This is an optimization exercise on Yosys and OpenROAD, whose aim is small area and a short achievable clock period, not a production implementation.
Where RTL was checked, it was by simulation tests only, not by an equivalence proof against the original.
No functional check of the RTL was part of run 3.

<file path="design.v">
module hsv_fa (input a, input b, input c, output s, output co);
    assign s = a ^ b ^ c;
    assign co = (a & b) | (c & (a ^ b));
endmodule
module hsv_ha (input a, input b, output s, output co);
    assign s = a ^ b;
    assign co = a & b;
endmodule
module hsv_han (input a, input b, output s, output co);
    assign s = ~(a ^ b);
    assign co = a | b;
endmodule
module hsv2rgb_pipe (
        input clk,
        input rst_n,
        input in_valid,
        input [7:0] h,
        input [7:0] s,
        input [7:0] v,
        output reg out_valid,
        output reg [7:0] r,
        output reg [7:0] g,
        output reg [7:0] b
    );
    reg vld0, vld1, vld2;
    reg [7:0] h0, s0, v0;
    wire [2:0] region = (h0 >= 8'd215) ? 3'd5 : (h0 >= 8'd172) ? 3'd4 :
                        (h0 >= 8'd129) ? 3'd3 : (h0 >= 8'd86) ? 3'd2 :
                        (h0 >= 8'd43) ? 3'd1 : 3'd0;
    wire [6:0] h3 = h0[6:0] + {h0[5:0], 1'b0};
    wire [6:0] k3 = h3 - {4'd0, region};
    wire even = ~region[0];
    wire [7:0] x_c = {k3 ^ {7{even}}, even};
    wire [2:0] sel_c = (s0 == 8'd0) ? 3'd7 : region;
    reg [2:0] sel1;
    reg [7:0] x1, s1, v1;
    wire [7:0] u_c, p_c;
    wire mu_pp01 = ~(s1[0] & x1[1]);
    wire mu_pp02 = ~(s1[0] & x1[2]);
    wire mu_pp03 = ~(s1[0] & x1[3]);
    wire mu_pp04 = ~(s1[0] & x1[4]);
    wire mu_pp05 = ~(s1[0] & x1[5]);
    wire mu_pp06 = ~(s1[0] & x1[6]);
    wire mu_pp07 = ~(s1[0] & x1[7]);
    wire mu_pp10 = ~(s1[1] & x1[0]);
    wire mu_pp11 = ~(s1[1] & x1[1]);
    wire mu_pp12 = ~(s1[1] & x1[2]);
    wire mu_pp13 = ~(s1[1] & x1[3]);
    wire mu_pp14 = ~(s1[1] & x1[4]);
    wire mu_pp15 = ~(s1[1] & x1[5]);
    wire mu_pp16 = ~(s1[1] & x1[6]);
    wire mu_pp17 = ~(s1[1] & x1[7]);
    wire mu_pp20 = ~(s1[2] & x1[0]);
    wire mu_pp21 = ~(s1[2] & x1[1]);
    wire mu_pp22 = ~(s1[2] & x1[2]);
    wire mu_pp23 = ~(s1[2] & x1[3]);
    wire mu_pp24 = ~(s1[2] & x1[4]);
    wire mu_pp25 = ~(s1[2] & x1[5]);
    wire mu_pp26 = ~(s1[2] & x1[6]);
    wire mu_pp27 = ~(s1[2] & x1[7]);
    wire mu_pp30 = ~(s1[3] & x1[0]);
    wire mu_pp31 = ~(s1[3] & x1[1]);
    wire mu_pp32 = ~(s1[3] & x1[2]);
    wire mu_pp33 = ~(s1[3] & x1[3]);
    wire mu_pp34 = ~(s1[3] & x1[4]);
    wire mu_pp35 = ~(s1[3] & x1[5]);
    wire mu_pp36 = ~(s1[3] & x1[6]);
    wire mu_pp37 = ~(s1[3] & x1[7]);
    wire mu_pp40 = ~(s1[4] & x1[0]);
    wire mu_pp41 = ~(s1[4] & x1[1]);
    wire mu_pp42 = ~(s1[4] & x1[2]);
    wire mu_pp43 = ~(s1[4] & x1[3]);
    wire mu_pp44 = ~(s1[4] & x1[4]);
    wire mu_pp45 = ~(s1[4] & x1[5]);
    wire mu_pp46 = ~(s1[4] & x1[6]);
    wire mu_pp47 = ~(s1[4] & x1[7]);
    wire mu_pp50 = ~(s1[5] & x1[0]);
    wire mu_pp51 = ~(s1[5] & x1[1]);
    wire mu_pp52 = ~(s1[5] & x1[2]);
    wire mu_pp53 = ~(s1[5] & x1[3]);
    wire mu_pp54 = ~(s1[5] & x1[4]);
    wire mu_pp55 = ~(s1[5] & x1[5]);
    wire mu_pp56 = ~(s1[5] & x1[6]);
    wire mu_pp57 = ~(s1[5] & x1[7]);
    wire mu_pp60 = ~(s1[6] & x1[0]);
    wire mu_pp61 = ~(s1[6] & x1[1]);
    wire mu_pp62 = ~(s1[6] & x1[2]);
    wire mu_pp63 = ~(s1[6] & x1[3]);
    wire mu_pp64 = ~(s1[6] & x1[4]);
    wire mu_pp65 = ~(s1[6] & x1[5]);
    wire mu_pp66 = ~(s1[6] & x1[6]);
    wire mu_pp67 = ~(s1[6] & x1[7]);
    wire mu_pp70 = ~(s1[7] & x1[0]);
    wire mu_pp71 = ~(s1[7] & x1[1]);
    wire mu_pp72 = ~(s1[7] & x1[2]);
    wire mu_pp73 = ~(s1[7] & x1[3]);
    wire mu_pp74 = ~(s1[7] & x1[4]);
    wire mu_pp75 = ~(s1[7] & x1[5]);
    wire mu_pp76 = ~(s1[7] & x1[6]);
    wire mu_pp77 = ~(s1[7] & x1[7]);
    wire mu_t1, mu_t2;
    hsv_fa mu_t1_ha (.a(mu_pp06), .b(mu_pp15), .c(1'b1), .s(mu_t1), .co(mu_t2));
    wire mu_t3, mu_t4;
    hsv_fa mu_t3_fa (.a(mu_pp07), .b(mu_pp16), .c(mu_pp25), .s(mu_t3), .co(mu_t4));
    wire mu_t5, mu_t6;
    hsv_fa mu_t5_ha (.a(mu_pp34), .b(mu_pp43), .c(1'b1), .s(mu_t5), .co(mu_t6));
    wire mu_t7, mu_t8;
    hsv_fa mu_t7_fa (.a(mu_pp17), .b(mu_pp26), .c(mu_pp35), .s(mu_t7), .co(mu_t8));
    wire mu_t9, mu_t10;
    hsv_fa mu_t9_ha (.a(mu_pp44), .b(mu_pp53), .c(1'b1), .s(mu_t9), .co(mu_t10));
    wire mu_t11, mu_t12;
    hsv_fa mu_t11_fa (.a(mu_pp27), .b(mu_pp36), .c(mu_pp45), .s(mu_t11), .co(mu_t12));
    wire mu_t13, mu_t14;
    hsv_fa mu_t13_ha (.a(mu_pp04), .b(mu_pp13), .c(1'b1), .s(mu_t13), .co(mu_t14));
    wire mu_t15, mu_t16;
    hsv_fa mu_t15_fa (.a(mu_pp05), .b(mu_pp14), .c(mu_pp23), .s(mu_t15), .co(mu_t16));
    wire mu_t17, mu_t18;
    hsv_fa mu_t17_ha (.a(mu_pp32), .b(mu_pp41), .c(1'b1), .s(mu_t17), .co(mu_t18));
    wire mu_t19, mu_t20;
    hsv_fa mu_t19_fa (.a(mu_t1), .b(mu_pp24), .c(mu_pp33), .s(mu_t19), .co(mu_t20));
    wire mu_t21, mu_t22;
    hsv_fa mu_t21_fa (.a(mu_pp42), .b(mu_pp51), .c(mu_pp60), .s(mu_t21), .co(mu_t22));
    wire mu_t23, mu_t24;
    hsv_fa mu_t23_fa (.a(mu_t2), .b(mu_t3), .c(mu_t5), .s(mu_t23), .co(mu_t24));
    wire mu_t25, mu_t26;
    hsv_fa mu_t25_fa (.a(mu_pp52), .b(mu_pp61), .c(mu_pp70), .s(mu_t25), .co(mu_t26));
    wire mu_t27, mu_t28;
    hsv_fa mu_t27_fa (.a(mu_t4), .b(mu_t6), .c(mu_t7), .s(mu_t27), .co(mu_t28));
    wire mu_t29, mu_t30;
    hsv_fa mu_t29_fa (.a(mu_t9), .b(mu_pp62), .c(mu_pp71), .s(mu_t29), .co(mu_t30));
    wire mu_t31, mu_t32;
    hsv_fa mu_t31_fa (.a(mu_t8), .b(mu_t10), .c(mu_t11), .s(mu_t31), .co(mu_t32));
    wire mu_t33, mu_t34;
    hsv_fa mu_t33_fa (.a(mu_pp54), .b(mu_pp63), .c(mu_pp72), .s(mu_t33), .co(mu_t34));
    wire mu_t35, mu_t36;
    hsv_fa mu_t35_fa (.a(mu_t12), .b(mu_pp37), .c(mu_pp46), .s(mu_t35), .co(mu_t36));
    wire mu_t37, mu_t38;
    hsv_fa mu_t37_fa (.a(mu_pp55), .b(mu_pp64), .c(mu_pp73), .s(mu_t37), .co(mu_t38));
    wire mu_t39, mu_t40;
    hsv_fa mu_t39_fa (.a(mu_pp47), .b(mu_pp56), .c(mu_pp65), .s(mu_t39), .co(mu_t40));
    wire mu_t41, mu_t42;
    hsv_fa mu_t41_ha (.a(mu_pp03), .b(mu_pp12), .c(1'b1), .s(mu_t41), .co(mu_t42));
    wire mu_t43, mu_t44;
    hsv_fa mu_t43_fa (.a(mu_t13), .b(mu_pp22), .c(mu_pp31), .s(mu_t43), .co(mu_t44));
    wire mu_t45, mu_t46;
    hsv_fa mu_t45_fa (.a(mu_t14), .b(mu_t15), .c(mu_t17), .s(mu_t45), .co(mu_t46));
    wire mu_t47, mu_t48;
    hsv_fa mu_t47_fa (.a(mu_t16), .b(mu_t18), .c(mu_t19), .s(mu_t47), .co(mu_t48));
    wire mu_t49, mu_t50;
    hsv_fa mu_t49_fa (.a(mu_t20), .b(mu_t22), .c(mu_t23), .s(mu_t49), .co(mu_t50));
    wire mu_t51, mu_t52;
    hsv_fa mu_t51_fa (.a(mu_t24), .b(mu_t26), .c(mu_t27), .s(mu_t51), .co(mu_t52));
    wire mu_t53, mu_t54;
    hsv_fa mu_t53_fa (.a(mu_t28), .b(mu_t30), .c(mu_t31), .s(mu_t53), .co(mu_t54));
    wire mu_t55, mu_t56;
    hsv_fa mu_t55_fa (.a(mu_t32), .b(mu_t34), .c(mu_t35), .s(mu_t55), .co(mu_t56));
    wire mu_t57, mu_t58;
    hsv_fa mu_t57_fa (.a(mu_t36), .b(mu_t38), .c(mu_t39), .s(mu_t57), .co(mu_t58));
    wire mu_t59, mu_t60;
    hsv_fa mu_t59_fa (.a(mu_t40), .b(mu_pp57), .c(mu_pp66), .s(mu_t59), .co(mu_t60));
    wire mu_t61, mu_t62;
    hsv_fa mu_t61_ha (.a(mu_pp02), .b(mu_pp11), .c(1'b1), .s(mu_t61), .co(mu_t62));
    wire mu_t63, mu_t64;
    hsv_fa mu_t63_fa (.a(mu_t41), .b(mu_pp21), .c(mu_pp30), .s(mu_t63), .co(mu_t64));
    wire mu_t65, mu_t66;
    hsv_fa mu_t65_fa (.a(mu_t42), .b(mu_t43), .c(mu_pp40), .s(mu_t65), .co(mu_t66));
    wire mu_t67, mu_t68;
    hsv_fa mu_t67_fa (.a(mu_t44), .b(mu_t45), .c(mu_pp50), .s(mu_t67), .co(mu_t68));
    wire mu_t69, mu_t70;
    hsv_fa mu_t69_fa (.a(mu_t46), .b(mu_t47), .c(mu_t21), .s(mu_t69), .co(mu_t70));
    wire mu_t71, mu_t72;
    hsv_fa mu_t71_fa (.a(mu_t48), .b(mu_t49), .c(mu_t25), .s(mu_t71), .co(mu_t72));
    wire mu_t73, mu_t74;
    hsv_fa mu_t73_fa (.a(mu_t50), .b(mu_t51), .c(mu_t29), .s(mu_t73), .co(mu_t74));
    wire mu_t75, mu_t76;
    hsv_fa mu_t75_fa (.a(mu_t52), .b(mu_t53), .c(mu_t33), .s(mu_t75), .co(mu_t76));
    wire mu_t77, mu_t78;
    hsv_fa mu_t77_fa (.a(mu_t54), .b(mu_t55), .c(mu_t37), .s(mu_t77), .co(mu_t78));
    wire mu_t79, mu_t80;
    hsv_fa mu_t79_fa (.a(mu_t56), .b(mu_t57), .c(mu_pp74), .s(mu_t79), .co(mu_t80));
    wire mu_t81, mu_t82;
    hsv_fa mu_t81_fa (.a(mu_t58), .b(mu_t59), .c(mu_pp75), .s(mu_t81), .co(mu_t82));
    wire mu_t83, mu_t84;
    hsv_fa mu_t83_fa (.a(mu_t60), .b(mu_pp67), .c(mu_pp76), .s(mu_t83), .co(mu_t84));
    wire [15:0] mu_ra = {1'b1, mu_t84, mu_t82, mu_t80, mu_t78, mu_t76, mu_t74, mu_t72, mu_t70, mu_t68, mu_t66, mu_t64, mu_t62, mu_t61, mu_pp01, 1'b1};
    wire [15:0] mu_rb = {1'b1, mu_pp77, mu_t83, mu_t81, mu_t79, mu_t77, mu_t75, mu_t73, mu_t71, mu_t69, mu_t67, mu_t65, mu_t63, mu_pp20, mu_pp10, 1'b1};
    wire [15:0] mu_sum = mu_ra + mu_rb + 16'd1;
    assign u_c = ~mu_sum[15:8];
    wire mp_pp01 = ~(v1[0] & ~s1[1]);
    wire mp_pp02 = ~(v1[0] & ~s1[2]);
    wire mp_pp03 = ~(v1[0] & ~s1[3]);
    wire mp_pp04 = ~(v1[0] & ~s1[4]);
    wire mp_pp05 = ~(v1[0] & ~s1[5]);
    wire mp_pp06 = ~(v1[0] & ~s1[6]);
    wire mp_pp07 = ~(v1[0] & ~s1[7]);
    wire mp_pp10 = ~(v1[1] & ~s1[0]);
    wire mp_pp11 = ~(v1[1] & ~s1[1]);
    wire mp_pp12 = ~(v1[1] & ~s1[2]);
    wire mp_pp13 = ~(v1[1] & ~s1[3]);
    wire mp_pp14 = ~(v1[1] & ~s1[4]);
    wire mp_pp15 = ~(v1[1] & ~s1[5]);
    wire mp_pp16 = ~(v1[1] & ~s1[6]);
    wire mp_pp17 = ~(v1[1] & ~s1[7]);
    wire mp_pp20 = ~(v1[2] & ~s1[0]);
    wire mp_pp21 = ~(v1[2] & ~s1[1]);
    wire mp_pp22 = ~(v1[2] & ~s1[2]);
    wire mp_pp23 = ~(v1[2] & ~s1[3]);
    wire mp_pp24 = ~(v1[2] & ~s1[4]);
    wire mp_pp25 = ~(v1[2] & ~s1[5]);
    wire mp_pp26 = ~(v1[2] & ~s1[6]);
    wire mp_pp27 = ~(v1[2] & ~s1[7]);
    wire mp_pp30 = ~(v1[3] & ~s1[0]);
    wire mp_pp31 = ~(v1[3] & ~s1[1]);
    wire mp_pp32 = ~(v1[3] & ~s1[2]);
    wire mp_pp33 = ~(v1[3] & ~s1[3]);
    wire mp_pp34 = ~(v1[3] & ~s1[4]);
    wire mp_pp35 = ~(v1[3] & ~s1[5]);
    wire mp_pp36 = ~(v1[3] & ~s1[6]);
    wire mp_pp37 = ~(v1[3] & ~s1[7]);
    wire mp_pp40 = ~(v1[4] & ~s1[0]);
    wire mp_pp41 = ~(v1[4] & ~s1[1]);
    wire mp_pp42 = ~(v1[4] & ~s1[2]);
    wire mp_pp43 = ~(v1[4] & ~s1[3]);
    wire mp_pp44 = ~(v1[4] & ~s1[4]);
    wire mp_pp45 = ~(v1[4] & ~s1[5]);
    wire mp_pp46 = ~(v1[4] & ~s1[6]);
    wire mp_pp47 = ~(v1[4] & ~s1[7]);
    wire mp_pp50 = ~(v1[5] & ~s1[0]);
    wire mp_pp51 = ~(v1[5] & ~s1[1]);
    wire mp_pp52 = ~(v1[5] & ~s1[2]);
    wire mp_pp53 = ~(v1[5] & ~s1[3]);
    wire mp_pp54 = ~(v1[5] & ~s1[4]);
    wire mp_pp55 = ~(v1[5] & ~s1[5]);
    wire mp_pp56 = ~(v1[5] & ~s1[6]);
    wire mp_pp57 = ~(v1[5] & ~s1[7]);
    wire mp_pp60 = ~(v1[6] & ~s1[0]);
    wire mp_pp61 = ~(v1[6] & ~s1[1]);
    wire mp_pp62 = ~(v1[6] & ~s1[2]);
    wire mp_pp63 = ~(v1[6] & ~s1[3]);
    wire mp_pp64 = ~(v1[6] & ~s1[4]);
    wire mp_pp65 = ~(v1[6] & ~s1[5]);
    wire mp_pp66 = ~(v1[6] & ~s1[6]);
    wire mp_pp67 = ~(v1[6] & ~s1[7]);
    wire mp_pp70 = ~(v1[7] & ~s1[0]);
    wire mp_pp71 = ~(v1[7] & ~s1[1]);
    wire mp_pp72 = ~(v1[7] & ~s1[2]);
    wire mp_pp73 = ~(v1[7] & ~s1[3]);
    wire mp_pp74 = ~(v1[7] & ~s1[4]);
    wire mp_pp75 = ~(v1[7] & ~s1[5]);
    wire mp_pp76 = ~(v1[7] & ~s1[6]);
    wire mp_pp77 = ~(v1[7] & ~s1[7]);
    wire mp_t1, mp_t2;
    hsv_fa mp_t1_ha (.a(mp_pp06), .b(mp_pp15), .c(1'b1), .s(mp_t1), .co(mp_t2));
    wire mp_t3, mp_t4;
    hsv_fa mp_t3_fa (.a(mp_pp07), .b(mp_pp16), .c(mp_pp25), .s(mp_t3), .co(mp_t4));
    wire mp_t5, mp_t6;
    hsv_fa mp_t5_ha (.a(mp_pp34), .b(mp_pp43), .c(1'b1), .s(mp_t5), .co(mp_t6));
    wire mp_t7, mp_t8;
    hsv_fa mp_t7_fa (.a(mp_pp17), .b(mp_pp26), .c(mp_pp35), .s(mp_t7), .co(mp_t8));
    wire mp_t9, mp_t10;
    hsv_fa mp_t9_ha (.a(mp_pp44), .b(mp_pp53), .c(1'b1), .s(mp_t9), .co(mp_t10));
    wire mp_t11, mp_t12;
    hsv_fa mp_t11_fa (.a(mp_pp27), .b(mp_pp36), .c(mp_pp45), .s(mp_t11), .co(mp_t12));
    wire mp_t13, mp_t14;
    hsv_fa mp_t13_ha (.a(mp_pp04), .b(mp_pp13), .c(1'b1), .s(mp_t13), .co(mp_t14));
    wire mp_t15, mp_t16;
    hsv_fa mp_t15_fa (.a(mp_pp05), .b(mp_pp14), .c(mp_pp23), .s(mp_t15), .co(mp_t16));
    wire mp_t17, mp_t18;
    hsv_fa mp_t17_ha (.a(mp_pp32), .b(mp_pp41), .c(1'b1), .s(mp_t17), .co(mp_t18));
    wire mp_t19, mp_t20;
    hsv_fa mp_t19_fa (.a(mp_t1), .b(mp_pp24), .c(mp_pp33), .s(mp_t19), .co(mp_t20));
    wire mp_t21, mp_t22;
    hsv_fa mp_t21_fa (.a(mp_pp42), .b(mp_pp51), .c(mp_pp60), .s(mp_t21), .co(mp_t22));
    wire mp_t23, mp_t24;
    hsv_fa mp_t23_fa (.a(mp_t2), .b(mp_t3), .c(mp_t5), .s(mp_t23), .co(mp_t24));
    wire mp_t25, mp_t26;
    hsv_fa mp_t25_fa (.a(mp_pp52), .b(mp_pp61), .c(mp_pp70), .s(mp_t25), .co(mp_t26));
    wire mp_t27, mp_t28;
    hsv_fa mp_t27_fa (.a(mp_t4), .b(mp_t6), .c(mp_t7), .s(mp_t27), .co(mp_t28));
    wire mp_t29, mp_t30;
    hsv_fa mp_t29_fa (.a(mp_t9), .b(mp_pp62), .c(mp_pp71), .s(mp_t29), .co(mp_t30));
    wire mp_t31, mp_t32;
    hsv_fa mp_t31_fa (.a(mp_t8), .b(mp_t10), .c(mp_t11), .s(mp_t31), .co(mp_t32));
    wire mp_t33, mp_t34;
    hsv_fa mp_t33_fa (.a(mp_pp54), .b(mp_pp63), .c(mp_pp72), .s(mp_t33), .co(mp_t34));
    wire mp_t35, mp_t36;
    hsv_fa mp_t35_fa (.a(mp_t12), .b(mp_pp37), .c(mp_pp46), .s(mp_t35), .co(mp_t36));
    wire mp_t37, mp_t38;
    hsv_fa mp_t37_fa (.a(mp_pp55), .b(mp_pp64), .c(mp_pp73), .s(mp_t37), .co(mp_t38));
    wire mp_t39, mp_t40;
    hsv_fa mp_t39_fa (.a(mp_pp47), .b(mp_pp56), .c(mp_pp65), .s(mp_t39), .co(mp_t40));
    wire mp_t41, mp_t42;
    hsv_fa mp_t41_ha (.a(mp_pp03), .b(mp_pp12), .c(1'b1), .s(mp_t41), .co(mp_t42));
    wire mp_t43, mp_t44;
    hsv_fa mp_t43_fa (.a(mp_t13), .b(mp_pp22), .c(mp_pp31), .s(mp_t43), .co(mp_t44));
    wire mp_t45, mp_t46;
    hsv_fa mp_t45_fa (.a(mp_t14), .b(mp_t15), .c(mp_t17), .s(mp_t45), .co(mp_t46));
    wire mp_t47, mp_t48;
    hsv_fa mp_t47_fa (.a(mp_t16), .b(mp_t18), .c(mp_t19), .s(mp_t47), .co(mp_t48));
    wire mp_t49, mp_t50;
    hsv_fa mp_t49_fa (.a(mp_t20), .b(mp_t22), .c(mp_t23), .s(mp_t49), .co(mp_t50));
    wire mp_t51, mp_t52;
    hsv_fa mp_t51_fa (.a(mp_t24), .b(mp_t26), .c(mp_t27), .s(mp_t51), .co(mp_t52));
    wire mp_t53, mp_t54;
    hsv_fa mp_t53_fa (.a(mp_t28), .b(mp_t30), .c(mp_t31), .s(mp_t53), .co(mp_t54));
    wire mp_t55, mp_t56;
    hsv_fa mp_t55_fa (.a(mp_t32), .b(mp_t34), .c(mp_t35), .s(mp_t55), .co(mp_t56));
    wire mp_t57, mp_t58;
    hsv_fa mp_t57_fa (.a(mp_t36), .b(mp_t38), .c(mp_t39), .s(mp_t57), .co(mp_t58));
    wire mp_t59, mp_t60;
    hsv_fa mp_t59_fa (.a(mp_t40), .b(mp_pp57), .c(mp_pp66), .s(mp_t59), .co(mp_t60));
    wire mp_t61, mp_t62;
    hsv_fa mp_t61_ha (.a(mp_pp02), .b(mp_pp11), .c(1'b1), .s(mp_t61), .co(mp_t62));
    wire mp_t63, mp_t64;
    hsv_fa mp_t63_fa (.a(mp_t41), .b(mp_pp21), .c(mp_pp30), .s(mp_t63), .co(mp_t64));
    wire mp_t65, mp_t66;
    hsv_fa mp_t65_fa (.a(mp_t42), .b(mp_t43), .c(mp_pp40), .s(mp_t65), .co(mp_t66));
    wire mp_t67, mp_t68;
    hsv_fa mp_t67_fa (.a(mp_t44), .b(mp_t45), .c(mp_pp50), .s(mp_t67), .co(mp_t68));
    wire mp_t69, mp_t70;
    hsv_fa mp_t69_fa (.a(mp_t46), .b(mp_t47), .c(mp_t21), .s(mp_t69), .co(mp_t70));
    wire mp_t71, mp_t72;
    hsv_fa mp_t71_fa (.a(mp_t48), .b(mp_t49), .c(mp_t25), .s(mp_t71), .co(mp_t72));
    wire mp_t73, mp_t74;
    hsv_fa mp_t73_fa (.a(mp_t50), .b(mp_t51), .c(mp_t29), .s(mp_t73), .co(mp_t74));
    wire mp_t75, mp_t76;
    hsv_fa mp_t75_fa (.a(mp_t52), .b(mp_t53), .c(mp_t33), .s(mp_t75), .co(mp_t76));
    wire mp_t77, mp_t78;
    hsv_fa mp_t77_fa (.a(mp_t54), .b(mp_t55), .c(mp_t37), .s(mp_t77), .co(mp_t78));
    wire mp_t79, mp_t80;
    hsv_fa mp_t79_fa (.a(mp_t56), .b(mp_t57), .c(mp_pp74), .s(mp_t79), .co(mp_t80));
    wire mp_t81, mp_t82;
    hsv_fa mp_t81_fa (.a(mp_t58), .b(mp_t59), .c(mp_pp75), .s(mp_t81), .co(mp_t82));
    wire mp_t83, mp_t84;
    hsv_fa mp_t83_fa (.a(mp_t60), .b(mp_pp67), .c(mp_pp76), .s(mp_t83), .co(mp_t84));
    wire [15:0] mp_ra = {1'b1, mp_t84, mp_t82, mp_t80, mp_t78, mp_t76, mp_t74, mp_t72, mp_t70, mp_t68, mp_t66, mp_t64, mp_t62, mp_t61, mp_pp01, 1'b1};
    wire [15:0] mp_rb = {1'b1, mp_pp77, mp_t83, mp_t81, mp_t79, mp_t77, mp_t75, mp_t73, mp_t71, mp_t69, mp_t67, mp_t65, mp_t63, mp_pp20, mp_pp10, 1'b1};
    wire [15:0] mp_sum = mp_ra + mp_rb + 16'd1;
    assign p_c = ~mp_sum[15:8];
    reg [2:0] sel2;
    reg [7:0] nu2, p2, v2;
    wire [7:0] w_c;
    wire mw_pp01 = ~(v2[0] & nu2[1]);
    wire mw_pp02 = ~(v2[0] & nu2[2]);
    wire mw_pp03 = ~(v2[0] & nu2[3]);
    wire mw_pp04 = ~(v2[0] & nu2[4]);
    wire mw_pp05 = ~(v2[0] & nu2[5]);
    wire mw_pp06 = ~(v2[0] & nu2[6]);
    wire mw_pp07 = ~(v2[0] & nu2[7]);
    wire mw_pp10 = ~(v2[1] & nu2[0]);
    wire mw_pp11 = ~(v2[1] & nu2[1]);
    wire mw_pp12 = ~(v2[1] & nu2[2]);
    wire mw_pp13 = ~(v2[1] & nu2[3]);
    wire mw_pp14 = ~(v2[1] & nu2[4]);
    wire mw_pp15 = ~(v2[1] & nu2[5]);
    wire mw_pp16 = ~(v2[1] & nu2[6]);
    wire mw_pp17 = ~(v2[1] & nu2[7]);
    wire mw_pp20 = ~(v2[2] & nu2[0]);
    wire mw_pp21 = ~(v2[2] & nu2[1]);
    wire mw_pp22 = ~(v2[2] & nu2[2]);
    wire mw_pp23 = ~(v2[2] & nu2[3]);
    wire mw_pp24 = ~(v2[2] & nu2[4]);
    wire mw_pp25 = ~(v2[2] & nu2[5]);
    wire mw_pp26 = ~(v2[2] & nu2[6]);
    wire mw_pp27 = ~(v2[2] & nu2[7]);
    wire mw_pp30 = ~(v2[3] & nu2[0]);
    wire mw_pp31 = ~(v2[3] & nu2[1]);
    wire mw_pp32 = ~(v2[3] & nu2[2]);
    wire mw_pp33 = ~(v2[3] & nu2[3]);
    wire mw_pp34 = ~(v2[3] & nu2[4]);
    wire mw_pp35 = ~(v2[3] & nu2[5]);
    wire mw_pp36 = ~(v2[3] & nu2[6]);
    wire mw_pp37 = ~(v2[3] & nu2[7]);
    wire mw_pp40 = ~(v2[4] & nu2[0]);
    wire mw_pp41 = ~(v2[4] & nu2[1]);
    wire mw_pp42 = ~(v2[4] & nu2[2]);
    wire mw_pp43 = ~(v2[4] & nu2[3]);
    wire mw_pp44 = ~(v2[4] & nu2[4]);
    wire mw_pp45 = ~(v2[4] & nu2[5]);
    wire mw_pp46 = ~(v2[4] & nu2[6]);
    wire mw_pp47 = ~(v2[4] & nu2[7]);
    wire mw_pp50 = ~(v2[5] & nu2[0]);
    wire mw_pp51 = ~(v2[5] & nu2[1]);
    wire mw_pp52 = ~(v2[5] & nu2[2]);
    wire mw_pp53 = ~(v2[5] & nu2[3]);
    wire mw_pp54 = ~(v2[5] & nu2[4]);
    wire mw_pp55 = ~(v2[5] & nu2[5]);
    wire mw_pp56 = ~(v2[5] & nu2[6]);
    wire mw_pp57 = ~(v2[5] & nu2[7]);
    wire mw_pp60 = ~(v2[6] & nu2[0]);
    wire mw_pp61 = ~(v2[6] & nu2[1]);
    wire mw_pp62 = ~(v2[6] & nu2[2]);
    wire mw_pp63 = ~(v2[6] & nu2[3]);
    wire mw_pp64 = ~(v2[6] & nu2[4]);
    wire mw_pp65 = ~(v2[6] & nu2[5]);
    wire mw_pp66 = ~(v2[6] & nu2[6]);
    wire mw_pp67 = ~(v2[6] & nu2[7]);
    wire mw_pp70 = ~(v2[7] & nu2[0]);
    wire mw_pp71 = ~(v2[7] & nu2[1]);
    wire mw_pp72 = ~(v2[7] & nu2[2]);
    wire mw_pp73 = ~(v2[7] & nu2[3]);
    wire mw_pp74 = ~(v2[7] & nu2[4]);
    wire mw_pp75 = ~(v2[7] & nu2[5]);
    wire mw_pp76 = ~(v2[7] & nu2[6]);
    wire mw_pp77 = ~(v2[7] & nu2[7]);
    wire mw_t1, mw_t2;
    hsv_fa mw_t1_ha (.a(mw_pp06), .b(mw_pp15), .c(1'b1), .s(mw_t1), .co(mw_t2));
    wire mw_t3, mw_t4;
    hsv_fa mw_t3_fa (.a(mw_pp07), .b(mw_pp16), .c(mw_pp25), .s(mw_t3), .co(mw_t4));
    wire mw_t5, mw_t6;
    hsv_fa mw_t5_ha (.a(mw_pp34), .b(mw_pp43), .c(1'b1), .s(mw_t5), .co(mw_t6));
    wire mw_t7, mw_t8;
    hsv_fa mw_t7_fa (.a(mw_pp17), .b(mw_pp26), .c(mw_pp35), .s(mw_t7), .co(mw_t8));
    wire mw_t9, mw_t10;
    hsv_fa mw_t9_ha (.a(mw_pp44), .b(mw_pp53), .c(1'b1), .s(mw_t9), .co(mw_t10));
    wire mw_t11, mw_t12;
    hsv_fa mw_t11_fa (.a(mw_pp27), .b(mw_pp36), .c(mw_pp45), .s(mw_t11), .co(mw_t12));
    wire mw_t13, mw_t14;
    hsv_fa mw_t13_ha (.a(mw_pp04), .b(mw_pp13), .c(1'b1), .s(mw_t13), .co(mw_t14));
    wire mw_t15, mw_t16;
    hsv_fa mw_t15_fa (.a(mw_pp05), .b(mw_pp14), .c(mw_pp23), .s(mw_t15), .co(mw_t16));
    wire mw_t17, mw_t18;
    hsv_fa mw_t17_ha (.a(mw_pp32), .b(mw_pp41), .c(1'b1), .s(mw_t17), .co(mw_t18));
    wire mw_t19, mw_t20;
    hsv_fa mw_t19_fa (.a(mw_t1), .b(mw_pp24), .c(mw_pp33), .s(mw_t19), .co(mw_t20));
    wire mw_t21, mw_t22;
    hsv_fa mw_t21_fa (.a(mw_pp42), .b(mw_pp51), .c(mw_pp60), .s(mw_t21), .co(mw_t22));
    wire mw_t23, mw_t24;
    hsv_fa mw_t23_fa (.a(mw_t2), .b(mw_t3), .c(mw_t5), .s(mw_t23), .co(mw_t24));
    wire mw_t25, mw_t26;
    hsv_fa mw_t25_fa (.a(mw_pp52), .b(mw_pp61), .c(mw_pp70), .s(mw_t25), .co(mw_t26));
    wire mw_t27, mw_t28;
    hsv_fa mw_t27_fa (.a(mw_t4), .b(mw_t6), .c(mw_t7), .s(mw_t27), .co(mw_t28));
    wire mw_t29, mw_t30;
    hsv_fa mw_t29_fa (.a(mw_t9), .b(mw_pp62), .c(mw_pp71), .s(mw_t29), .co(mw_t30));
    wire mw_t31, mw_t32;
    hsv_fa mw_t31_fa (.a(mw_t8), .b(mw_t10), .c(mw_t11), .s(mw_t31), .co(mw_t32));
    wire mw_t33, mw_t34;
    hsv_fa mw_t33_fa (.a(mw_pp54), .b(mw_pp63), .c(mw_pp72), .s(mw_t33), .co(mw_t34));
    wire mw_t35, mw_t36;
    hsv_fa mw_t35_fa (.a(mw_t12), .b(mw_pp37), .c(mw_pp46), .s(mw_t35), .co(mw_t36));
    wire mw_t37, mw_t38;
    hsv_fa mw_t37_fa (.a(mw_pp55), .b(mw_pp64), .c(mw_pp73), .s(mw_t37), .co(mw_t38));
    wire mw_t39, mw_t40;
    hsv_fa mw_t39_fa (.a(mw_pp47), .b(mw_pp56), .c(mw_pp65), .s(mw_t39), .co(mw_t40));
    wire mw_t41, mw_t42;
    hsv_fa mw_t41_ha (.a(mw_pp03), .b(mw_pp12), .c(1'b1), .s(mw_t41), .co(mw_t42));
    wire mw_t43, mw_t44;
    hsv_fa mw_t43_fa (.a(mw_t13), .b(mw_pp22), .c(mw_pp31), .s(mw_t43), .co(mw_t44));
    wire mw_t45, mw_t46;
    hsv_fa mw_t45_fa (.a(mw_t14), .b(mw_t15), .c(mw_t17), .s(mw_t45), .co(mw_t46));
    wire mw_t47, mw_t48;
    hsv_fa mw_t47_fa (.a(mw_t16), .b(mw_t18), .c(mw_t19), .s(mw_t47), .co(mw_t48));
    wire mw_t49, mw_t50;
    hsv_fa mw_t49_fa (.a(mw_t20), .b(mw_t22), .c(mw_t23), .s(mw_t49), .co(mw_t50));
    wire mw_t51, mw_t52;
    hsv_fa mw_t51_fa (.a(mw_t24), .b(mw_t26), .c(mw_t27), .s(mw_t51), .co(mw_t52));
    wire mw_t53, mw_t54;
    hsv_fa mw_t53_fa (.a(mw_t28), .b(mw_t30), .c(mw_t31), .s(mw_t53), .co(mw_t54));
    wire mw_t55, mw_t56;
    hsv_fa mw_t55_fa (.a(mw_t32), .b(mw_t34), .c(mw_t35), .s(mw_t55), .co(mw_t56));
    wire mw_t57, mw_t58;
    hsv_fa mw_t57_fa (.a(mw_t36), .b(mw_t38), .c(mw_t39), .s(mw_t57), .co(mw_t58));
    wire mw_t59, mw_t60;
    hsv_fa mw_t59_fa (.a(mw_t40), .b(mw_pp57), .c(mw_pp66), .s(mw_t59), .co(mw_t60));
    wire mw_t61, mw_t62;
    hsv_fa mw_t61_ha (.a(mw_pp02), .b(mw_pp11), .c(1'b1), .s(mw_t61), .co(mw_t62));
    wire mw_t63, mw_t64;
    hsv_fa mw_t63_fa (.a(mw_t41), .b(mw_pp21), .c(mw_pp30), .s(mw_t63), .co(mw_t64));
    wire mw_t65, mw_t66;
    hsv_fa mw_t65_fa (.a(mw_t42), .b(mw_t43), .c(mw_pp40), .s(mw_t65), .co(mw_t66));
    wire mw_t67, mw_t68;
    hsv_fa mw_t67_fa (.a(mw_t44), .b(mw_t45), .c(mw_pp50), .s(mw_t67), .co(mw_t68));
    wire mw_t69, mw_t70;
    hsv_fa mw_t69_fa (.a(mw_t46), .b(mw_t47), .c(mw_t21), .s(mw_t69), .co(mw_t70));
    wire mw_t71, mw_t72;
    hsv_fa mw_t71_fa (.a(mw_t48), .b(mw_t49), .c(mw_t25), .s(mw_t71), .co(mw_t72));
    wire mw_t73, mw_t74;
    hsv_fa mw_t73_fa (.a(mw_t50), .b(mw_t51), .c(mw_t29), .s(mw_t73), .co(mw_t74));
    wire mw_t75, mw_t76;
    hsv_fa mw_t75_fa (.a(mw_t52), .b(mw_t53), .c(mw_t33), .s(mw_t75), .co(mw_t76));
    wire mw_t77, mw_t78;
    hsv_fa mw_t77_fa (.a(mw_t54), .b(mw_t55), .c(mw_t37), .s(mw_t77), .co(mw_t78));
    wire mw_t79, mw_t80;
    hsv_fa mw_t79_fa (.a(mw_t56), .b(mw_t57), .c(mw_pp74), .s(mw_t79), .co(mw_t80));
    wire mw_t81, mw_t82;
    hsv_fa mw_t81_fa (.a(mw_t58), .b(mw_t59), .c(mw_pp75), .s(mw_t81), .co(mw_t82));
    wire mw_t83, mw_t84;
    hsv_fa mw_t83_fa (.a(mw_t60), .b(mw_pp67), .c(mw_pp76), .s(mw_t83), .co(mw_t84));
    wire [15:0] mw_ra = {1'b1, mw_t84, mw_t82, mw_t80, mw_t78, mw_t76, mw_t74, mw_t72, mw_t70, mw_t68, mw_t66, mw_t64, mw_t62, mw_t61, mw_pp01, 1'b1};
    wire [15:0] mw_rb = {1'b1, mw_pp77, mw_t83, mw_t81, mw_t79, mw_t77, mw_t75, mw_t73, mw_t71, mw_t69, mw_t67, mw_t65, mw_t63, mw_pp20, mw_pp10, 1'b1};
    wire [15:0] mw_sum = mw_ra + mw_rb + 16'd1;
    assign w_c = ~mw_sum[15:8];
    reg [2:0] wsel;
    reg [2:0] vsel;
    always @* begin
        case (sel2)
            3'd0: begin wsel = 3'b010; vsel = 3'b100; end
            3'd1: begin wsel = 3'b100; vsel = 3'b010; end
            3'd2: begin wsel = 3'b001; vsel = 3'b010; end
            3'd3: begin wsel = 3'b010; vsel = 3'b001; end
            3'd4: begin wsel = 3'b100; vsel = 3'b001; end
            3'd5: begin wsel = 3'b001; vsel = 3'b100; end
            default: begin wsel = 3'b000; vsel = 3'b111; end
        endcase
    end
    wire [7:0] r_n = vsel[2] ? v2 : p2;
    wire [7:0] g_n = vsel[1] ? v2 : p2;
    wire [7:0] b_n = vsel[0] ? v2 : p2;
    always @(posedge clk or negedge rst_n) begin
        if (!rst_n) begin
            vld0 <= 1'b0;
            vld1 <= 1'b0;
            vld2 <= 1'b0;
            out_valid <= 1'b0;
        end else begin
            vld0 <= in_valid;
            vld1 <= vld0;
            vld2 <= vld1;
            out_valid <= vld2;
        end
    end
    always @(posedge clk) begin
        h0 <= h;
        s0 <= s;
        v0 <= v;
        sel1 <= sel_c;
        x1 <= x_c;
        s1 <= s0;
        v1 <= v0;
        sel2 <= sel1;
        nu2 <= ~u_c;
        p2 <= p_c;
        v2 <= v1;
        r <= wsel[2] ? w_c : r_n;
        g <= wsel[1] ? w_c : g_n;
        b <= wsel[0] ? w_c : b_n;
    end
endmodule
</file>
<file path="flow/run.sh">
#!/bin/bash
# The standard layout (standard.sh), with plain buffers on the ports
# instead of the delay buffers buffer_ports picks by default, and timing
# repair aiming for 11 ns of setup slack at the design's clock period.
set -euo pipefail
export BUFFER_PORTS_ARGS="-buffer_cell sky130_fd_sc_hd__buf_2"
bash standard.sh SETUP_SLACK_MARGIN=11 finish > standard.log 2>&1
</file>
<file path="standard.sh">
#!/bin/bash
# synth_recipe.tcl (not shown) runs the flow's synth.tcl, then flattens the netlist and writes it again
# the make line also repeats each setting of config.mk as NAME=value (left out here)
make -C /OpenROAD-flow-scripts/flow DESIGN_CONFIG=/design/flow/config.mk WORK_HOME=/design/flow/orfs CLKGATE_MAP_FILE= SYNTH_SCRIPT=/design/flow/synth_recipe.tcl "${@:-finish}"
</file>
<file path="config.mk">
export PLATFORM = sky130hd
export DESIGN_NAME = hsv2rgb_pipe
export DESIGN_NICKNAME = hsv2rgb_pipe
export VERILOG_FILES = /design/flow/design.v
export SDC_FILE = /design/flow/constraint.sdc
export NUM_CORES = 4
export LEC_CHECK = 0
export CAP_MARGIN = 20
export CORE_MARGIN = 2
export CORE_UTILIZATION = 40
export SLEW_MARGIN = 20
export SYNTH_HIERARCHICAL = 1
export SYNTH_MINIMUM_KEEP_SIZE = 0
</file>
<file path="constraint.sdc">
create_clock -name core_clock -period 15.0 [get_ports {clk}]
set_input_delay 3.0000 -clock core_clock [delete_from_list [all_inputs] [get_ports {clk}]]
set_output_delay 3.0000 -clock core_clock [all_outputs]
set_load 0.01 [all_outputs]
</file>
==> results of run 1 <==
## metal layers
metal	wire length, um	up-vias	GRT usage
li1	-	2676	-
met1	7430	2765	0.215
met2	8220	90	0.287
met3	516	15	0.0231
met4	281	0	0.0442
met5	0	-	0
## stage by stage
stage | instances | hold WS [ns] | worst slack [ns] | util
after CTS | 1131 | 0.327 | 10.88 | 0.478
after floorplan | 785 | 0.310 | 11.00 | -
after detailed placement | 1069 | 0.314 | 10.55 | 0.430
final | 1144 | 0.325 | 10.93 | 0.493
after global placement | 1069 | 0.312 | 10.61 | 0.430
after global routing | 1144 | 0.330 | 10.79 | 0.493
## worst paths after layout
check,slack [ns],start,endpoint,cells after the start
setup reg to reg,10.93,nu2[6],r[7],13
setup / recovery,10.93,nu2[6],r[7],13
hold reg to reg,0.33,v0[4],v1[4],0
hold / removal,0.33,v0[4],v1[4],0
max in group asynchronous,12.46,rst_n,vld1,1
min in group asynchronous,2.43,rst_n,out_valid,1
## cells in the final DEF (no fill, tap or decap), drive strengths merged, types with 15 or more instances in the layout
cell,n
conb,21
nor2,22
nand2,144
inv,27
nand2b,65
fa,129
xnor2,17
buf,110
a21oi,37
ha,57
o21ai,15
dfxtp,102
## Yosys stat by module (local to each module, per instance)
module | flip-flops and latches | cells inside | times used
hsv2rgb_pipe | 106 | 639 | 1
hsv_fa | 0 | 1 | 126
## timing repair
item	CTS	global route
setup buffers	46	12
pin swaps	42	42
endpoints found under the setup margin	38	33
hold buffers	0	0
resized for setup	86	39
## cells by family (layout without fill, tap and decap cells)
kind of cell,count (synthesis),count (layout),synth area share
AND/OR/NAND/NOR,266,266,0.156
AO/OA/AOI/OAI,92,92,0.0777
flip-flops,106,106,0.265
multiplexers,23,23,0.0303
other,1,21,0.000464
XOR/XNOR,31,31,0.0336
adder cells (fa/ha/maj),186,186,0.408
buffers and inverters,60,149,0.0294
## worst max-delay path, stage by stage (launching register included)
cell                       delay (ns)
sky130_fd_sc_hd__dfxtp_4         0.37
sky130_fd_sc_hd__buf_12          0.11
sky130_fd_sc_hd__nand2_4         0.04
sky130_fd_sc_hd__fa_1            0.52
sky130_fd_sc_hd__fa_1            0.44
sky130_fd_sc_hd__fa_1            0.51
sky130_fd_sc_hd__fa_1            0.45
sky130_fd_sc_hd__ha_4            0.32
sky130_fd_sc_hd__a21oi_4         0.06
sky130_fd_sc_hd__and3_4          0.18
sky130_fd_sc_hd__o41a_1          0.40
sky130_fd_sc_hd__o21bai_2        0.19
sky130_fd_sc_hd__a21o_1          0.22
sky130_fd_sc_hd__mux2i_1         0.09
## area by class of cell
| cell class | instances | area (um2) |
|---|---|---|
| multi-input combinational | 619 | 6160 |
| inverter | 23 | 86.3 |
| tap | 270 | 338 |
| clock inverter | 7 | 106 |
| fill | 1916 | 10200 |
| sequential | 106 | 2250 |
| timing repair buffer | 110 | 718 |
| clock buffer | 9 | 225 |
## synthesized netlist by cell type (all sizes together) (14+ instances only)
cell / count
dfxtp: 102
mux2i: 14
ha: 57
fa: 129
o21ai: 15
nor2: 22
nand2: 144
xnor2: 17
inv: 23
a21oi: 37
clkbuf: 31
xor2: 14
nand2b: 65
==> results_dict.tcl, run 1 <==
set metrics [dict create \
    run_status "no timing/DRC/antenna violations" \
    wire_length_of_the_first_global_routing_pass_mm 28.5 \
    dieArea_um2 21400 \
    yosysSeqAreaShare 0.265 \
    timing.max_cap.violations 0 \
    endpoint_kind "flop" \
    pin_count_of_the_biggest_net_entering_global_routing 20 \
    worstHoldPathType "reg2reg" \
    synth_enable_flop_cells 0 \
    clkLatencyLatePin_ns 0.36 \
    insertedDiodeCount 0 \
    final.min_clock_period_ns 4.07 \
    final_min_period_over_clock_period 0.271 \
    area_growth_pct 22.3 \
    cts_tree "yes" \
    worstSetupStartpointType "flop" \
    first_global_vias 5902 \
    synth.top_cell.area_share 0.319 \
    final_net_count 1082 \
    core_region_area_um2 20000 \
    ws_path_type "reg2reg" \
    route.detailed.wl_per_inst_um 14.4 \
    synth_largest_area_cell "sky130_fd_sc_hd__fa_1" \
    first_pass_iters 5 \
    layout-drive-gt1-share 0.270 \
    clock-sinks 106 \
    ys_dominant_reg_cell "sky130_fd_sc_hd__dfxtp_1" \
    avg_synthesized_cell_area_um2 10.6 \
    yosys_register_bits 106 \
    detail_route.wirelength_mm 16.4 \
    floorplan.die.width_um 146 \
    placed_cell_area_um2 8630 \
    clock.fmax_ghz 0.246 \
    ys_async_sr_fraction 0.0377 \
    htree_levels 3 \
    timing.critical_path.arrival_ns 4.28 \
    portBuffers 51 \
    detail_route.drc_violations 0 \
    rsz_0062_raised_after_global_routing "yes" \
    dr.first_iter.drc_count 156 \
    number_of_antenna_violations_at_the_first_check_in_global_routing 0 \
    yosysWarningCount 7 \
    top_fanout_value_on_the_critical_path 3 \
    grt_usage 0.164 \
    grt.overflow.total 0 \
    rows 52 \
    worst_clock_skew_ns 0.0123 \
    worst_slew_pin_slew_ns 0.731 \
    cts.root.buffer_cell "sky130_fd_sc_hd__clkbuf_16" \
    worst_setup_hold_path_clk_slew_ns 0.07 \
    starting_density 0.403 \
    final-max-slew-violation-count 0 \
    final.setup.tns_ns 0 \
    fp.dieH_um 146 \
    cts-root-to-sink-buffers 2 \
    synthTopCellsByArea "sky130_fd_sc_hd__fa_1, sky130_fd_sc_hd__dfxtp_1, sky130_fd_sc_hd__ha_1, sky130_fd_sc_hd__nand2_1, sky130_fd_sc_hd__nand2b_1" \
    ios 52 \
    synth_cell_types 54 \
    timing.final.hold_violations 0 \
    setup_viol_count_final 0 \
    synthesis.area_um2 8080 \
    dpl.hpwl_mm 12.4 \
    postRouteAntennaNets 0 \
    timing.critical_path.required_ns 15.21 \
    inserted_clock_buffers 9 \
    fin_area_um2 9880 \
    place.gp.congestion 0.782 \
    route.vias.total 5546 \
    worst_slew_margin_rel 0.512 \
    detail_route.vias_per_cell 4.85 \
    syn_inst 765 \
]
==> inputs of run 2 (changes only) <==
==> flow/run.sh (replaced) <==
#!/bin/bash
# The standard layout, with plain buffers on the ports instead of the
# delay buffers buffer_ports picks by default.
set -euo pipefail
export BUFFER_PORTS_ARGS="-buffer_cell sky130_fd_sc_hd__buf_2"
bash standard.sh > standard.log 2>&1
==> results_dict.tcl, run 2 <==
set metrics [dict create \
    pin_count_of_the_biggest_net_entering_global_routing 23 \
    inserted_clock_buffers 9 \
    ys_dominant_reg_cell "sky130_fd_sc_hd__dfxtp_1" \
    yosys_register_bits 106 \
    post-cts-setup-buffer-count 0 \
    worst_slew_pin_slew_ns 1.05 \
    yosysWarningCount 7 \
    dpl.hpwl_mm 12.1 \
    number_of_antenna_violations_at_the_first_check_in_global_routing 0 \
    setup_viol_count_final 0 \
    detail_route.drc_violations 0 \
    dr.first_iter.drc_count 171 \
    htree_levels 3 \
    synth_enable_flop_cells 0 \
    portBuffers 51 \
    run_status "no timing/DRC/antenna violations" \
    avg_synthesized_cell_area_um2 10.6 \
    ctsResizeCount 0 \
    final_min_period_over_clock_period 0.301 \
    worst_path_max_delay_cell "sky130_fd_sc_hd__dfxtp_1" \
    final.setup.tns_ns 0 \
    timing.final.hold_violations 0 \
    worstReg2RegStart "s1[1]" \
    worstSetupStartpointType "flop" \
    syn_inst 765 \
    holdPathEnd "v1[5]" \
    synthesis.area_um2 8080 \
    worst_setup_hold_path_clk_slew_ns 0.07 \
    rsz_0062_raised_after_global_routing "no" \
    first_pass_iters 4 \
    core_region_area_um2 20000 \
    clock.fmax_ghz 0.221 \
    rows 52 \
    grt.overflow.total 0 \
    detail_route.vias_per_cell 4.85 \
    holdCritStartpoint "v0[5]" \
    area_growth_pct 10.5 \
    timing.critical_path.arrival_ns 4.76 \
    clkLatencyLatePin_ns 0.36 \
    timing.max_cap.violations 0 \
    cts-root-to-sink-buffers 2 \
    cpPeakStageDelay_ns 0.69 \
    clock-sinks 106 \
    worstHoldPathType "reg2reg" \
    fillerInstances 1969 \
    grt_usage 0.153 \
    synth_cell_types 54 \
    place.gp.congestion 0.776 \
    synthTopCellsByArea "sky130_fd_sc_hd__fa_1, sky130_fd_sc_hd__dfxtp_1, sky130_fd_sc_hd__ha_1, sky130_fd_sc_hd__nand2_1, sky130_fd_sc_hd__nand2b_1" \
    detailedPlace.worstSlack_ns 10.45 \
    route.vias.total 5267 \
    final-max-slew-violation-count 0 \
    worst_clock_skew_ns 0.00970 \
    hold_buffers 0 \
    route.detailed.wl_per_inst_um 13.8 \
    worst_hold_path.num_cells 0 \
    commonest_non_fill_non_tap_cell_in_the_layout "sky130_fd_sc_hd__nand2_1" \
    insertedDiodeCount 0 \
    detail_route.wirelength_mm 15.0 \
    post-synth-top-count-cell "sky130_fd_sc_hd__nand2_1" \
    timing.critical_path.required_ns 15.24 \
    cts_tree "yes" \
    dieArea_um2 21400 \
    synth_largest_area_cell "sky130_fd_sc_hd__fa_1" \
    ys_async_sr_fraction 0.0377 \
    layout-drive-gt1-share 0.116 \
    depth_of_the_worst_register_to_register_path 12 \
    floorplan.die.width_um 146 \
    top_fanout_value_on_the_critical_path 16 \
    worst_r2r_endpoint "nu2[5]" \
    wire_length_of_the_first_global_routing_pass_mm 26.5 \
    top_cells_by_instance_count_after_synthesis "sky130_fd_sc_hd__nand2_1, sky130_fd_sc_hd__fa_1, sky130_fd_sc_hd__dfxtp_1" \
    cts.root.buffer_cell "sky130_fd_sc_hd__clkbuf_16" \
    worst_slew_margin_rel 0.295 \
    cpMostUsedCell "sky130_fd_sc_hd__fa_1" \
    fp.dieH_um 146 \
    synth.top_cell.area_share 0.319 \
    yosysSeqAreaShare 0.265 \
    crit_chain "nand2_1, fa_1, fa_1, fa_1, fa_1, ha_1, a211oi_1, and3b_1, nor3b_2, a311oi_1, o21bai_1, xor2_1" \
    ws_path_type "reg2reg" \
    final.min_clock_period_ns 4.52 \
    final_net_count 1024 \
    layout.cells.most_common_list "sky130_fd_sc_hd__nand2_1, sky130_fd_sc_hd__fa_1, sky130_fd_sc_hd__dfxtp_1, sky130_fd_sc_hd__nand2b_1, sky130_fd_sc_hd__ha_1" \
    setup.reg_to_reg.worst_slack_ns 10.48 \
    postRouteAntennaNets 0 \
    starting_density 0.403 \
    first_global_vias 5630 \
    finalWorstSetupSlack_ns 10.48 \
    ios 52 \
    endpoint_kind "flop" \
]
-- run 2: cell counts after synthesis --
No cell type changed its count.
-- run 2: per-stage QoR --
stage	util	std cells	hold WS [ns]	instance area [um2]
after global routing	0.446	1086	0.334	8930
after CTS	0.445	1086	0.332	8930
final	0.446	1086	0.329	8930
after global placement	0.430	1070	0.310	8610
after floorplan	-	785	0.310	8160
after detailed placement	0.430	1070	0.313	8610
-- run 2: per-module statistics from Yosys, one instance, submodules excluded --
module	cells	copies in the design	cell area, um2
hsv2rgb_pipe	639	1	5560
hsv_fa	1	126	20.0
-- run 2: kinds of logic after synthesis --
family	synth area share
mux	0.0303
fa+ha+maj	0.408
other cells	0.000464
buf+inv	0.0294
flops	0.265
simple gates	0.156
xor+xnor	0.0336
compound gates	0.0777
-- run 2: final cells by class --
class / count / area (um2) / area share
clock buffers: 9 / 225 / 0.0252
clock inverters: 7 / 88.8 / 0.00995
well taps: 270 / 338 / 0.0378
inverters: 23 / 86.3 / 0.00967
multi-input cells: 619 / 5790 / 0.648
flip-flops and latches: 106 / 2140 / 0.240
repair buffers: 52 / 263 / 0.0294
-- run 2: worst max path at each step --
stage	start	endpoint	slack, ns	depth (start not counted)
5_1_grt	s1[0]	nu2[5]	10.14	12
3_3_place_gp	v2[0]	b[6]	10.57	13
2_1_floorplan	v2[1]	b[6]	10.78	14
4_1_cts	s1[1]	nu2[5]	10.44	12
6_report	s1[1]	nu2[5]	10.48	12
3_5_place_dp	s1[1]	nu2[5]	10.45	12
-- run 2: routing by layer --
metal,vias to the layer above,global-route usage,routed length [um]
met2,77,0.255,7120
li1,2554,-,-
met4,0,0.0403,218
met5,-,0,0
met3,12,0.0303,475
met1,2624,0.205,7180
-- run 2: worst max-delay path: cells and delay by family (launching register included) --
family                     cells  cell delay (ns)
DFF                            1             0.69
and+or+nand+nor                3             0.47
xor gates and xnor gates       1             0.15
adders and majority gates      5             2.26
AOI/OAI and AO/OA              3             0.84
==> inputs of run 3 (changes only) <==
--- a/design.v
+++ b/design.v
@@ -182,10 +182,14 @@
     hsv_fa mu_t81_fa (.a(mu_t58), .b(mu_t59), .c(mu_pp75), .s(mu_t81), .co(mu_t82));
     wire mu_t83, mu_t84;
     hsv_fa mu_t83_fa (.a(mu_t60), .b(mu_pp67), .c(mu_pp76), .s(mu_t83), .co(mu_t84));
-    wire [15:0] mu_ra = {1'b1, mu_t84, mu_t82, mu_t80, mu_t78, mu_t76, mu_t74, mu_t72, mu_t70, mu_t68, mu_t66, mu_t64, mu_t62, mu_t61, mu_pp01, 1'b1};
-    wire [15:0] mu_rb = {1'b1, mu_pp77, mu_t83, mu_t81, mu_t79, mu_t77, mu_t75, mu_t73, mu_t71, mu_t69, mu_t67, mu_t65, mu_t63, mu_pp20, mu_pp10, 1'b1};
-    wire [15:0] mu_sum = mu_ra + mu_rb + 16'd1;
-    assign u_c = ~mu_sum[15:8];
+    wire mu_c2 = ~mu_pp01 & ~mu_pp10;
+    wire mu_c3 = (~mu_t61 & ~mu_pp20) | (mu_c2 & (~mu_t61 | ~mu_pp20));
+    wire mu_c4 = (~mu_t62 & ~mu_t63) | (mu_c3 & (~mu_t62 | ~mu_t63));
+    wire mu_c5 = (~mu_t64 & ~mu_t65) | (mu_c4 & (~mu_t64 | ~mu_t65));
+    wire [10:0] mu_ra = {1'b1, mu_t84, mu_t82, mu_t80, mu_t78, mu_t76, mu_t74, mu_t72, mu_t70, mu_t68, mu_t66};
+    wire [10:0] mu_rb = {1'b1, mu_pp77, mu_t83, mu_t81, mu_t79, mu_t77, mu_t75, mu_t73, mu_t71, mu_t69, mu_t67};
+    wire [10:0] mu_sum = ~mu_ra + ~mu_rb + {10'd0, mu_c5};
+    assign u_c = mu_sum[10:3];
     wire mp_pp01 = ~(v1[0] & ~s1[1]);
     wire mp_pp02 = ~(v1[0] & ~s1[2]);
     wire mp_pp03 = ~(v1[0] & ~s1[3]);
@@ -333,10 +337,14 @@
     hsv_fa mp_t81_fa (.a(mp_t58), .b(mp_t59), .c(mp_pp75), .s(mp_t81), .co(mp_t82));
     wire mp_t83, mp_t84;
     hsv_fa mp_t83_fa (.a(mp_t60), .b(mp_pp67), .c(mp_pp76), .s(mp_t83), .co(mp_t84));
-    wire [15:0] mp_ra = {1'b1, mp_t84, mp_t82, mp_t80, mp_t78, mp_t76, mp_t74, mp_t72, mp_t70, mp_t68, mp_t66, mp_t64, mp_t62, mp_t61, mp_pp01, 1'b1};
-    wire [15:0] mp_rb = {1'b1, mp_pp77, mp_t83, mp_t81, mp_t79, mp_t77, mp_t75, mp_t73, mp_t71, mp_t69, mp_t67, mp_t65, mp_t63, mp_pp20, mp_pp10, 1'b1};
-    wire [15:0] mp_sum = mp_ra + mp_rb + 16'd1;
-    assign p_c = ~mp_sum[15:8];
+    wire mp_c2 = ~mp_pp01 & ~mp_pp10;
+    wire mp_c3 = (~mp_t61 & ~mp_pp20) | (mp_c2 & (~mp_t61 | ~mp_pp20));
+    wire mp_c4 = (~mp_t62 & ~mp_t63) | (mp_c3 & (~mp_t62 | ~mp_t63));
+    wire mp_c5 = (~mp_t64 & ~mp_t65) | (mp_c4 & (~mp_t64 | ~mp_t65));
+    wire [10:0] mp_ra = {1'b1, mp_t84, mp_t82, mp_t80, mp_t78, mp_t76, mp_t74, mp_t72, mp_t70, mp_t68, mp_t66};
+    wire [10:0] mp_rb = {1'b1, mp_pp77, mp_t83, mp_t81, mp_t79, mp_t77, mp_t75, mp_t73, mp_t71, mp_t69, mp_t67};
+    wire [10:0] mp_sum = ~mp_ra + ~mp_rb + {10'd0, mp_c5};
+    assign p_c = mp_sum[10:3];
     reg [2:0] sel2;
     reg [7:0] nu2, p2, v2;
     wire [7:0] w_c;
@@ -487,10 +495,14 @@
     hsv_fa mw_t81_fa (.a(mw_t58), .b(mw_t59), .c(mw_pp75), .s(mw_t81), .co(mw_t82));
     wire mw_t83, mw_t84;
     hsv_fa mw_t83_fa (.a(mw_t60), .b(mw_pp67), .c(mw_pp76), .s(mw_t83), .co(mw_t84));
-    wire [15:0] mw_ra = {1'b1, mw_t84, mw_t82, mw_t80, mw_t78, mw_t76, mw_t74, mw_t72, mw_t70, mw_t68, mw_t66, mw_t64, mw_t62, mw_t61, mw_pp01, 1'b1};
-    wire [15:0] mw_rb = {1'b1, mw_pp77, mw_t83, mw_t81, mw_t79, mw_t77, mw_t75, mw_t73, mw_t71, mw_t69, mw_t67, mw_t65, mw_t63, mw_pp20, mw_pp10, 1'b1};
-    wire [15:0] mw_sum = mw_ra + mw_rb + 16'd1;
-    assign w_c = ~mw_sum[15:8];
+    wire mw_c2 = ~mw_pp01 & ~mw_pp10;
+    wire mw_c3 = (~mw_t61 & ~mw_pp20) | (mw_c2 & (~mw_t61 | ~mw_pp20));
+    wire mw_c4 = (~mw_t62 & ~mw_t63) | (mw_c3 & (~mw_t62 | ~mw_t63));
+    wire mw_c5 = (~mw_t64 & ~mw_t65) | (mw_c4 & (~mw_t64 | ~mw_t65));
+    wire [10:0] mw_ra = {1'b1, mw_t84, mw_t82, mw_t80, mw_t78, mw_t76, mw_t74, mw_t72, mw_t70, mw_t68, mw_t66};
+    wire [10:0] mw_rb = {1'b1, mw_pp77, mw_t83, mw_t81, mw_t79, mw_t77, mw_t75, mw_t73, mw_t71, mw_t69, mw_t67};
+    wire [10:0] mw_sum = ~mw_ra + ~mw_rb + {10'd0, mw_c5};
+    assign w_c = mw_sum[10:3];
     reg [2:0] wsel;
     reg [2:0] vsel;
     always @* begin
==> flow/run.sh (replaced) <==
#!/bin/bash
set -euo pipefail
export BUFFER_PORTS_ARGS="-buffer_cell sky130_fd_sc_hd__buf_1"
bash standard.sh SETUP_SLACK_MARGIN=10.7 finish > standard.log 2>&1
--- a/config.mk
+++ b/config.mk
@@ -8,6 +8,7 @@
 export CAP_MARGIN = 20
 export CORE_MARGIN = 2
 export CORE_UTILIZATION = 40
+export CTS_BUF_LIST = sky130_fd_sc_hd__clkbuf_8
 export SLEW_MARGIN = 20
 export SYNTH_HIERARCHICAL = 1
 export SYNTH_MINIMUM_KEEP_SIZE = 0
==> results_dict.tcl, run 3 <==
set metrics [dict create \
    depth_of_the_worst_register_to_register_path 14 \
    postRouteAntennaNets 0 \
    yosysWarningCount 7 \
    worstSetupStartpointType "flop" \
    yosys_register_bits 106 \
    ws_path_type "reg2reg" \
    detail_route.wirelength_mm 17.0 \
    insertedDiodeCount 0 \
    timing.critical_path.required_ns 15.30 \
    ys_dominant_reg_cell "sky130_fd_sc_hd__dfxtp_1" \
    clock-sinks 106 \
    ys_async_sr_fraction 0.0377 \
    synthesis.area_um2 8460 \
    worstReg2RegStart "nu2[6]" \
    yosysSeqAreaShare 0.253 \
    fin_area_um2 9580 \
    dr.first_iter.drc_count 228 \
    layout.cells.most_common_list "sky130_fd_sc_hd__nand2_1, sky130_fd_sc_hd__fa_1, sky130_fd_sc_hd__inv_1, sky130_fd_sc_hd__dfxtp_1, sky130_fd_sc_hd__nand2b_1" \
    timing.max_cap.violations 0 \
    startpoint "nu2[6]" \
    ios 52 \
    multiInputGateArea_um2 6080 \
    cts.root.buffer_cell "sky130_fd_sc_hd__clkbuf_8" \
    pin_count_of_the_biggest_net_entering_global_routing 20 \
    placed_cell_area_um2 8920 \
    rows 53 \
    final.min_clock_period_ns 4.16 \
    dieArea_um2 22300 \
    core_region_area_um2 20900 \
    timing.critical_path.arrival_ns 4.46 \
    top_fanout_value_on_the_critical_path 7 \
    first_global_vias 6125 \
    commonest_non_fill_non_tap_cell_in_the_layout "sky130_fd_sc_hd__nand2_1" \
    wire_length_of_the_first_global_routing_pass_mm 29.4 \
    synthTopCellsByArea "sky130_fd_sc_hd__fa_1, sky130_fd_sc_hd__dfxtp_1, sky130_fd_sc_hd__ha_1, sky130_fd_sc_hd__nand2_1, sky130_fd_sc_hd__nand2b_1" \
    seq_area_um2 2240 \
    inserted_clock_buffers 9 \
    worst_slew_pin_slew_ns 0.947 \
    final.setup.tns_ns 0 \
    worstHoldPathType "reg2reg" \
    synth.top_cell.area_share 0.305 \
    clock.fmax_ghz 0.240 \
    endpoint_kind "flop" \
    fin_util 0.459 \
    top_cells_by_instance_count_after_synthesis "sky130_fd_sc_hd__nand2_1, sky130_fd_sc_hd__fa_1, sky130_fd_sc_hd__dfxtp_1" \
    worst_setup_hold_path_clk_slew_ns 0.11 \
    first_pass_iters 5 \
    worst_r2r_endpoint "r[5]" \
    floorplan.die.width_um 149 \
    layout-drive-gt1-share 0.132 \
    run_status "no timing/DRC/antenna violations" \
    rsz_0062_raised_after_global_routing "no" \
    clkLatencyLatePin_ns 0.38 \
    avg_synthesized_cell_area_um2 9.79 \
    portBuffers 51 \
    dpl.hpwl_mm 13.4 \
    synth_enable_flop_cells 0 \
    final_net_count 1137 \
    hold_buffers 0 \
    synth_cell_types 61 \
    htree_levels 3 \
    synth_largest_area_cell "sky130_fd_sc_hd__fa_1" \
    setup.reg_to_reg.worst_slack_ns 10.84 \
    grt.overflow.total 0 \
    route.detailed.wl_per_inst_um 14.1 \
    worst_clock_skew_ns 0.0201 \
    route.vias.total 5877 \
    fillerInstances 2018 \
    syn_inst 864 \
    detail_route.drc_violations 0 \
    final_min_period_over_clock_period 0.277 \
    cts_tree "yes" \
    fp.dieH_um 149 \
    grt_usage 0.165 \
    starting_density 0.405 \
    timing.final.hold_violations 0 \
    worst_slew_margin_rel 0.350 \
    area_growth_pct 13.2 \
    cts-root-to-sink-buffers 2 \
    setup_viol_count_final 0 \
    final-max-slew-violation-count 0 \
    detail_route.vias_per_cell 4.85 \
    post-synth-top-count-cell "sky130_fd_sc_hd__nand2_1" \
    place.gp.congestion 0.822 \
    crit_end "r[5]" \
    number_of_antenna_violations_at_the_first_check_in_global_routing 0 \
]
-- run 3: metal layers --
metal | vias to the layer above | share of wire | global-route usage
met1 | 2859 | 0.46 | 0.223
met4 | 0 | 0.0093 | 0.0438
met2 | 130 | 0.48 | 0.276
met5 | - | 0 | 0
li1 | 2876 | - | -
met3 | 12 | 0.045 | 0.0274
-- run 3: per-module statistics from Yosys (local to each module, per instance) --
module | flops+latches | cells | cell area (um2)
hsv2rgb_pipe | 106 | 738 | 5940
hsv_fa | 0 | 1 | 20.0
-- run 3: final cells by class --
type | count | area share
Multi-Input combinational cell | 656 | 0.635
Sequential cell | 106 | 0.234
Timing Repair Buffer | 79 | 0.0432
Tap cell | 275 | 0.0359
Inverter | 81 | 0.0317
Clock buffer | 10 | 0.0144
Clock inverter | 6 | 0.00575
-- run 3: repair_timing --
action	4_1_cts	5_1_grt
pin swaps	1	10
resized for setup	38	45
setup buffers	4	21
endpoints found under the hold margin	0	0
endpoints found under the setup margin	34	28
-- run 3: worst min path at each step --
| stage | startpoint | end | slack, ns | depth (start not counted) |
|---|---|---|---|---|
| 2_1_floorplan | sel1[0] | sel2[0] | 0.31 | 0 |
| 3_3_place_gp | v0[4] | v1[4] | 0.31 | 0 |
| 3_5_place_dp | v0[4] | v1[4] | 0.31 | 0 |
| 4_1_cts | v0[0] | v1[0] | 0.33 | 0 |
| 5_1_grt | v0[0] | v1[0] | 0.34 | 0 |
| 6_report | v0[0] | v1[0] | 0.33 | 0 |
-- run 3: cells by family after synthesis --
kind of cell,after synthesis,synth area share
AOI/OAI and AO/OA,107,0.0850
xor gates and xnor gates,26,0.0278
adders and majority gates,177,0.376
buffers and inverters,122,0.0562
DFF,106,0.253
muxes,22,0.0285
other,1,0.000443
and+or+nand+nor,303,0.172
-- run 3: stage by stage --
stage / std cells / hold slack (ns) / worst slack, ns
2_1_floorplan: 884 / 0.310 / 10.70
3_3_place_gp: 1172 / 0.311 / 10.33
3_5_place_dp: 1172 / 0.313 / 10.33
4_1_cts: 1192 / 0.334 / 10.70
5_1_grt: 1213 / 0.338 / 10.68
6_report: 1213 / 0.331 / 10.84
-- run 3: worst max-delay path, stage by stage (launching register included) --
cell and delay, ns:
sky130_fd_sc_hd__dfxtp_4 0.40, sky130_fd_sc_hd__buf_4 0.12, sky130_fd_sc_hd__nand2_1 0.06, sky130_fd_sc_hd__fa_1 0.42, sky130_fd_sc_hd__fa_1 0.57, sky130_fd_sc_hd__fa_1 0.43
sky130_fd_sc_hd__fa_1 0.51, sky130_fd_sc_hd__inv_1 0.06, sky130_fd_sc_hd__ha_4 0.30, sky130_fd_sc_hd__or2_1 0.16, sky130_fd_sc_hd__a21oi_2 0.09, sky130_fd_sc_hd__a2111oi_4 0.36
sky130_fd_sc_hd__o21ai_2 0.12, sky130_fd_sc_hd__and3_1 0.23, sky130_fd_sc_hd__o31ai_1 0.23

==> afterwards: timing with drivers on the ports <==
The flow's constraints put no driver on any port. The routed layouts listed below were extracted and timed again, unchanged, in two steps. Step 1 sets driving cells, clkbuf_16 on the clock port and buf_2 on the other inputs (assumed; they add their load-dependent delay and slew). Step 2 moves the port delays by t, midway between the first and last clock arrival at a register: inputs arrive t later, outputs are due t later. That takes back most of the time a late clock gives input paths. Three values: no drivers, after step 1, after step 2; two values: the first two.
run	t (ns)	setup slack, ns	slew at the worst register clock pin (ns)
run 1	0.392	10.929 / 10.929 / 10.929	0.08 / 0.08
run 2	0.393	10.479 / 10.479 / 10.479	0.08 / 0.08
run 3	0.413	10.838 / 10.838 / 10.838	0.11 / 0.11
After both steps every run listed still meets setup and hold.
